Background: an optimization exercise with open tools, aiming at small area, a short achievable clock period and few clock cycles. Do not read the settings as production practice. RTL that was checked went through simulation tests only; none was proved equivalent to the original. No activity file was given, so power comes from the tool's default toggle rates.

==> flow/design.v (excerpt) <==
module Translate (
    input             CLK,
    input             RSTn,        
    output     [15:0] MADDR,       
    output            M_W,         
    output     [15:0] MDATAOUT,    
    input      [15:0] MDATAIN,     
    output            HALTED
);
    localparam [3:0] OP_LW = 4'b0001, OP_SW = 4'b0011, OP_AND = 4'b0101,
                     OP_OR = 4'b0110, OP_ADD = 4'b0111, OP_SUB = 4'b1000,
                     OP_SLT = 4'b1001, OP_BEQ = 4'b1010, OP_J = 4'b1011,
                     OP_ADDI = 4'b1100;
    function is_halt_op(input [3:0] o);
        is_halt_op = (o == 4'b0000) || (o == 4'b0010) || (o == 4'b0100) ||
                     (o == 4'b1101) || (o == 4'b1110) || (o == 4'b1111);
    endfunction
    reg  [255:0] RF;       
    reg  [15:0] MA;        
    reg         MF;        
    reg         MWR;       
    reg  [15:0] P;         
    reg         AV;        
    reg  [15:0] IR;
    reg         IV;
    reg  [15:0] IPC1;      
    reg  [3:0]  RB;        
    reg  [11:0] EI;        
    reg         EV;
    reg         f_inv, f_and, f_or, f_sum, f_slt, f_addi, f_wr, f_as;
    reg         f_lw, f_sw, f_beq, f_halt;
    reg  [15:0] OA, OB;    
    reg         PA, PB;    
    reg  [15:0] BTE;       
    reg         LWP;       
    reg  [3:0]  LWD;       
    reg         H;         
    reg         MAA, MAB;  
    reg         SVA, SVB;  
    reg         FAR, FBR;  
    reg         FAO, FBO;  
    reg         HR;        
    wire [3:0] ewa = EI[11:8];
    wire [7:0] eim = EI[7:0];
    wire ex = EV & ~LWP & ~H;
    wire [15:0] Bx  = OB;      
    wire [16:0] S   = {1'b0, OA} + {1'b0, Bx} + {16'b0, f_inv};
  ...
clock: 6.0 ns
lec_check: 0
cap_margin: 20
core_margin: 2
core_utilization: 40
cts_buf_list: sky130_fd_sc_hd__clkbuf_4 sky130_fd_sc_hd__clkbuf_8
setup_slack_margin: 3.0
slew_margin: 20
run.sh (not shown) runs the stock make flow with config.mk's settings and CLKGATE_MAP_FILE= SYNTH_SCRIPT=/design/flow/synth_recipe.tcl, a recipe that flattens the netlist after the stock synthesis.
Testbench counts at the start, summed over its fixed seeds: cycles 206,549.
Rerun with:
--- a/flow/config.mk
+++ b/flow/config.mk
@@ -11,2 +11 @@
-export CTS_BUF_LIST = sky130_fd_sc_hd__clkbuf_4 sky130_fd_sc_hd__clkbuf_8
-export SETUP_SLACK_MARGIN = 3.0
+export SETUP_SLACK_MARGIN = 3.4
Hold slack improves by 37 ps. Power is higher by 4.8%. Final cell count is higher by 1.1%. Core utilization is higher by 4.0 points.
Rerun with:
--- a/flow/config.mk
+++ b/flow/config.mk
@@ -11 +11 @@
-export SETUP_SLACK_MARGIN = 3.4
+export SETUP_SLACK_MARGIN = 2.6
What happened:
- final area is lower by 13%
- worst hold slack improves by 13 ps
- synthesized cell count is unchanged

* * *

Another version of the RTL of Translate (not shown whole).
Size in the first run: ~1500 cells after synthesis, roughly 400 flip-flops, roughly 21000 um2 of cells after synthesis.
==> flow/config.mk <==
export PLATFORM = sky130hd
export DESIGN_NAME = Translate
export DESIGN_NICKNAME = Translate
export VERILOG_FILES = /design/flow/design.v
export SDC_FILE = /design/flow/constraint.sdc
export NUM_CORES = 4
export LEC_CHECK = 0
export CAP_MARGIN = 20
export CORE_MARGIN = 2
export CORE_UTILIZATION = 40
export SETUP_SLACK_MARGIN = 3.0
export SLEW_MARGIN = 20
==> flow/constraint.sdc <==
create_clock -name core_clock -period 6.0 [get_ports {CLK}]
set_input_delay 1.2000 -clock core_clock [delete_from_list [all_inputs] [get_ports {CLK}]]
set_output_delay 1.2000 -clock core_clock [all_outputs]
set_load 0.01 [all_outputs]
The starting point completed with no timing, DRC or antenna violations.
==> next run, changes <==
Settings changed: SETUP_SLACK_MARGIN 3.0 to not set.
Effect: Design area shrinks by 10%. Routed wire length shrinks by 9.3%. Cell count shrinks by 5.6%. Setup slack got worse by 1.4 ns. Sequential power stays flat. Via count shrinks by 6.1%.
Function was not checked in any run of this note: the RTL went through the layout flow alone.

* * *

The RTL this note starts from:
==> flow/design.v <==
`timescale 1ns / 1ps
module Translate (
    input             CLK,
    input             RSTn,        
    output     [15:0] MADDR,       
    output            M_W,         
    output     [15:0] MDATAOUT,    
    input      [15:0] MDATAIN,     
    output            HALTED
);
    localparam [3:0] OP_LW = 4'b0001, OP_SW = 4'b0011, OP_AND = 4'b0101,
                     OP_OR = 4'b0110, OP_ADD = 4'b0111, OP_SUB = 4'b1000,
                     OP_SLT = 4'b1001, OP_BEQ = 4'b1010, OP_J = 4'b1011,
                     OP_ADDI = 4'b1100;
    function is_halt_op(input [3:0] o);
        is_halt_op = (o == 4'b0000) || (o == 4'b0010) || (o == 4'b0100) ||
                     (o == 4'b1101) || (o == 4'b1110) || (o == 4'b1111);
    endfunction
    reg  [255:0] RF;       
    reg  [15:0] MA;        
    reg         MF;        
    reg         MWR;       
    reg  [15:0] P;         
    reg         AV;        
    reg  [15:0] IR;
    reg         IV;
    reg  [15:0] IPC1;      
    reg  [3:0]  RB;        
    reg  [11:0] EI;        
    reg         EV;
    reg         f_inv, f_and, f_or, f_sum, f_slt, f_addi, f_wr, f_as;
    reg         f_lw, f_sw, f_beq, f_halt;
    reg  [15:0] OA, OB;    
    reg         PA, PB;    
    reg  [15:0] BTE;       
    reg         LWP;       
    reg  [3:0]  LWD;       
    reg         H;         
    reg         MAA, MAB;  
    reg         SVA, SVB;  
    reg         FAR, FBR;  
    reg         FAO, FBO;  
    reg         HR;        
    wire [3:0] ewa = EI[11:8];
    wire [7:0] eim = EI[7:0];
    wire ex = EV & ~LWP & ~H;
    wire [15:0] Bx  = OB;      
    wire [16:0] S   = {1'b0, OA} + {1'b0, Bx} + {16'b0, f_inv};
    wire        ovf = (OA[15] == Bx[15]) & (S[15] != OA[15]);
    wire [15:0] res = ({16{f_and}} & (OA & OB)) |
                      ({16{f_or}}  & (OA | OB)) |
                      ({16{f_sum}} & S[15:0]) |
                      {15'b0, f_slt & ~S[16]} |
                      ({16{f_addi}} & {8'b0, eim});
    wire we    = ex & f_wr;
    wire ovw   = ex & f_as;
    wire taken = ex & f_beq & (OA == OB);
    wire [8:0] eim1 = {1'b0, eim} + 9'd1;
    wire hitR  = IV & HR;
    wire hitA  = AV & (P == {7'b0, eim1});
    wire hit   = ex & f_sw & (hitR | hitA);
    wire [3:0] rop = IR[15:12];
    wire [3:0] ra  = IR[7:4];
    wire r_j  = (rop == OP_J);
    wire r_sw = (rop == OP_SW);
    wire radv = ~LWP;                         
    wire rsq  = taken | (hit & hitR);         
    wire rfold = IV & r_j & radv & ~rsq;
    wire [15:0] rfa = RF[{ra, 4'b0} +: 16];
    wire [15:0] rfb = RF[{RB, 4'b0} +: 16];
    wire [15:0] ovword = {15'b0, ovf};
    wire [15:0] fa = FAR ? res : FAO ? ovword : rfa;
    wire [15:0] fb = FBR ? res : FBO ? ovword : rfb;
    wire r_inv = (rop == OP_SUB) | (rop == OP_SLT);
    wire r_wr = (rop == OP_AND) | (rop == OP_OR) | (rop == OP_ADD) | (rop == OP_SUB) |
                (rop == OP_SLT) | (rop == OP_ADDI);
    wire [3:0] aop = MDATAIN[15:12];
    wire asq   = taken | hit | rfold;
    wire aj    = AV & (aop == OP_J) & ~(IV & r_sw);
    wire afold = aj & ~asq;
    wire [3:0] axa = MDATAIN[7:4];
    wire [3:0] axb = (aop == OP_SW || aop == OP_BEQ) ? MDATAIN[11:8] : MDATAIN[3:0];
    wire acap  = AV & ~asq & ~afold;
    wire ev_n   = radv ? (IV & ~rsq & ~r_j) : EV;
    wire [3:0] niop = radv ? IR[15:12] : (f_lw ? OP_LW : f_sw ? OP_SW : 4'b0);
    wire [7:0] niim = radv ? IR[7:0] : eim;
    wire lwp_n  = ex & f_lw;
    wire h_n    = H | (ex & f_halt);
    wire nex    = ev_n & ~lwp_n & ~h_n;
    wire nlw    = nex & (niop == OP_LW);
    wire nsw    = nex & (niop == OP_SW);
    wire dnext  = nlw | nsw;
    wire nwr    = nex & (radv ? r_wr : f_wr);
    wire nas    = nex & (radv ? ((rop == OP_ADD) | (rop == OP_SUB)) : f_as);
    wire maa_n  = acap ? (IR[11:8] == axa) : MAA;
    wire mab_n  = acap ? (IR[11:8] == axb) : MAB;
    wire sva_n  = acap ? (axa == 4'd7) : SVA;
    wire svb_n  = acap ? (axb == 4'd7) : SVB;
    wire [15:0] seq  = MF ? MA + 16'd1 : P;
    wire [15:0] cand = taken ? BTE :
                       hit   ? {8'b0, eim} :
                       rfold ? {8'b0, IR[11:4]} :
                       aj    ? {8'b0, MDATAIN[11:4]} : seq;
    assign MADDR    = MA;
    assign M_W      = MWR;
    assign MDATAOUT = OB;
    assign HALTED   = H | (EV & ~LWP & f_halt);
    wire [15:0] wd = LWP ? MDATAIN : res;
    integer k;
    always @(posedge CLK) begin
        for (k = 0; k < 16; k = k + 1) begin
            if (LWP ? (LWD == k) : (we & (ewa == k)))
                RF[16*k +: 16] <= wd;
            else if (k == 7 && ovw)
                RF[16*k +: 16] <= ovword;
        end
    end
    wire [4:0] zm1 = {1'b0, IR[3:0]} - 5'd1;
    always @(posedge CLK) begin
        LWD <= ewa;
        if (acap) begin
            IR   <= MDATAIN;
            IPC1 <= P;
            RB   <= axb;
            HR   <= r_sw & (P == {7'b0, {1'b0, IR[7:0]} + 9'd1});
        end
        if (radv) begin
            EI  <= IR[11:0];
            f_inv  <= (rop == OP_SUB) | (rop == OP_SLT);
            f_and  <= (rop == OP_AND);
            f_or   <= (rop == OP_OR);
            f_sum  <= (rop == OP_ADD) | (rop == OP_SUB);
            f_slt  <= (rop == OP_SLT);
            f_addi <= (rop == OP_ADDI);
            f_wr   <= r_wr;
            f_as   <= (rop == OP_ADD) | (rop == OP_SUB);
            f_lw   <= (rop == OP_LW);
            f_sw   <= (rop == OP_SW);
            f_beq  <= (rop == OP_BEQ);
            f_halt <= is_halt_op(rop);
            OA  <= fa;
            OB  <= fb ^ {16{r_inv}};
            PA  <= ex & f_lw & MAA;
            PB  <= ex & f_lw & MAB;
            BTE <= IPC1 + {{11{zm1[4]}}, zm1};
        end else begin
            if (PA) OA <= MDATAIN;
            if (PB) OB <= MDATAIN ^ {16{f_inv}};
        end
        MAA <= maa_n;
        MAB <= mab_n;
        SVA <= sva_n;
        SVB <= svb_n;
        FAR <= nwr & maa_n;
        FBR <= nwr & mab_n;
        FAO <= nas & sva_n;
        FBO <= nas & svb_n;
        MA <= dnext ? {8'b0, niim} : cand;
        P  <= dnext ? cand : seq;
        if (!RSTn) begin
            MA  <= 16'd0;
            MF  <= 1'b1;
            MWR <= 1'b0;
            AV  <= 1'b0;
            IV  <= 1'b0;
            EV  <= 1'b0;
            LWP <= 1'b0;
            H   <= 1'b0;
        end else begin
            MF  <= ~dnext;
            MWR <= nsw;
            AV  <= MF & ~asq & ~afold;
            IV  <= acap | (IV & ~radv & ~rsq);
            EV  <= ev_n;
            LWP <= lwp_n;
            H   <= h_n;
        end
    end
endmodule
clock: 6.0 ns
lec_check: 0
abc_area: 1
cap_margin: 20
core_margin: 2
core_utilization: 50
setup_slack_margin: 3.4
slew_margin: 20
The first run went through all stages and came out clean.
Testbench counts at the start, summed over its fixed seeds: cycles 206,549.
Next try:
Settings changed: CORE_UTILIZATION 50 to 40, SETUP_SLACK_MARGIN 3.4 to 3.8.
Effect:
- first-iteration DRC count fell by 4.6%
- global-route usage fell by 4.7 points
- final area rose by 12%
- clock power rose by about 7%
Next try:
Settings changed: ABC_AREA 1 to not set, SETUP_SLACK_MARGIN 3.8 to 3.0.
=> Critical path depth increases by 8. Sequential share of layout area increases by 6.4 points. First-iteration DRC count decreases by well over a third. Total power decreases by roughly a tenth. Final area decreases by about a fifth. Global-route usage decreases by 5.9 points. Area after synthesis decreases by a few percent. Synthesized cell count decreases by well over a third. Cell count decreases by a quarter to a third.
Next try:
Settings changed: ABC_AREA set to 1.
=> The changed run passed the timing, DRC and antenna checks. Clock skew is about the same. Die area went up by 6.0%. Power went up by 1.4%. Setup slack improves by 0.15 ns. Non-clock buffer count went down by 70. Via count went up by 38%.

static timing again, ports no longer ideal:
No port has a modelled driver above. Below, the same layouts with a new extraction and two added sets of constraints.
Step 1 (the two cells are an assumption about what drives the block):
set clk [get_ports {CLK}]
set_driving_cell -lib_cell sky130_fd_sc_hd__clkbuf_16 $clk
set_driving_cell -lib_cell sky130_fd_sc_hd__buf_2 [delete_from_list [all_inputs] $clk]
Step 2 moves the port delays by t, midway between the first and last clock arrival at a register: inputs arrive t later, outputs are due t later. That takes back most of the time a late clock gives input paths.
Slacks: no drivers / after step 1 / after step 2; pairs: no drivers / after step 1.
run | t (ns) | setup slack, ns | worst setup path after step 2
the first run of note 1 | 0.716 | 2.972 / 2.972 / 2.418 | input to register
the second run of note 1 | 0.648 | 2.792 / 2.792 / 2.501 | input to register
the third run of note 1 | 0.643 | 2.722 / 2.661 / 2.120 | input to register
the first run of note 2 | 0.632 | 2.679 / 2.679 / 2.438 | input to register
the second run of note 2 | 0.629 | 1.238 / 1.238 / 1.238 | register to register
the first run of note 3 | 0.655 | 3.336 / 3.280 / 2.901 | input to register
the second run of note 3 | 0.668 | 3.447 / 3.386 / 2.950 | input to register
the third run of note 3 | 0.641 | 2.931 / 2.931 / 2.594 | input to register
the fourth run of note 3 | 0.643 | 3.080 / 3.074 / 2.479 | input to register
After both steps every run listed still meets setup and hold. For the third run of note 1, which loses most, drivers alone change the setup slack by -0.061 ns; drivers and shift together by -0.602 ns.
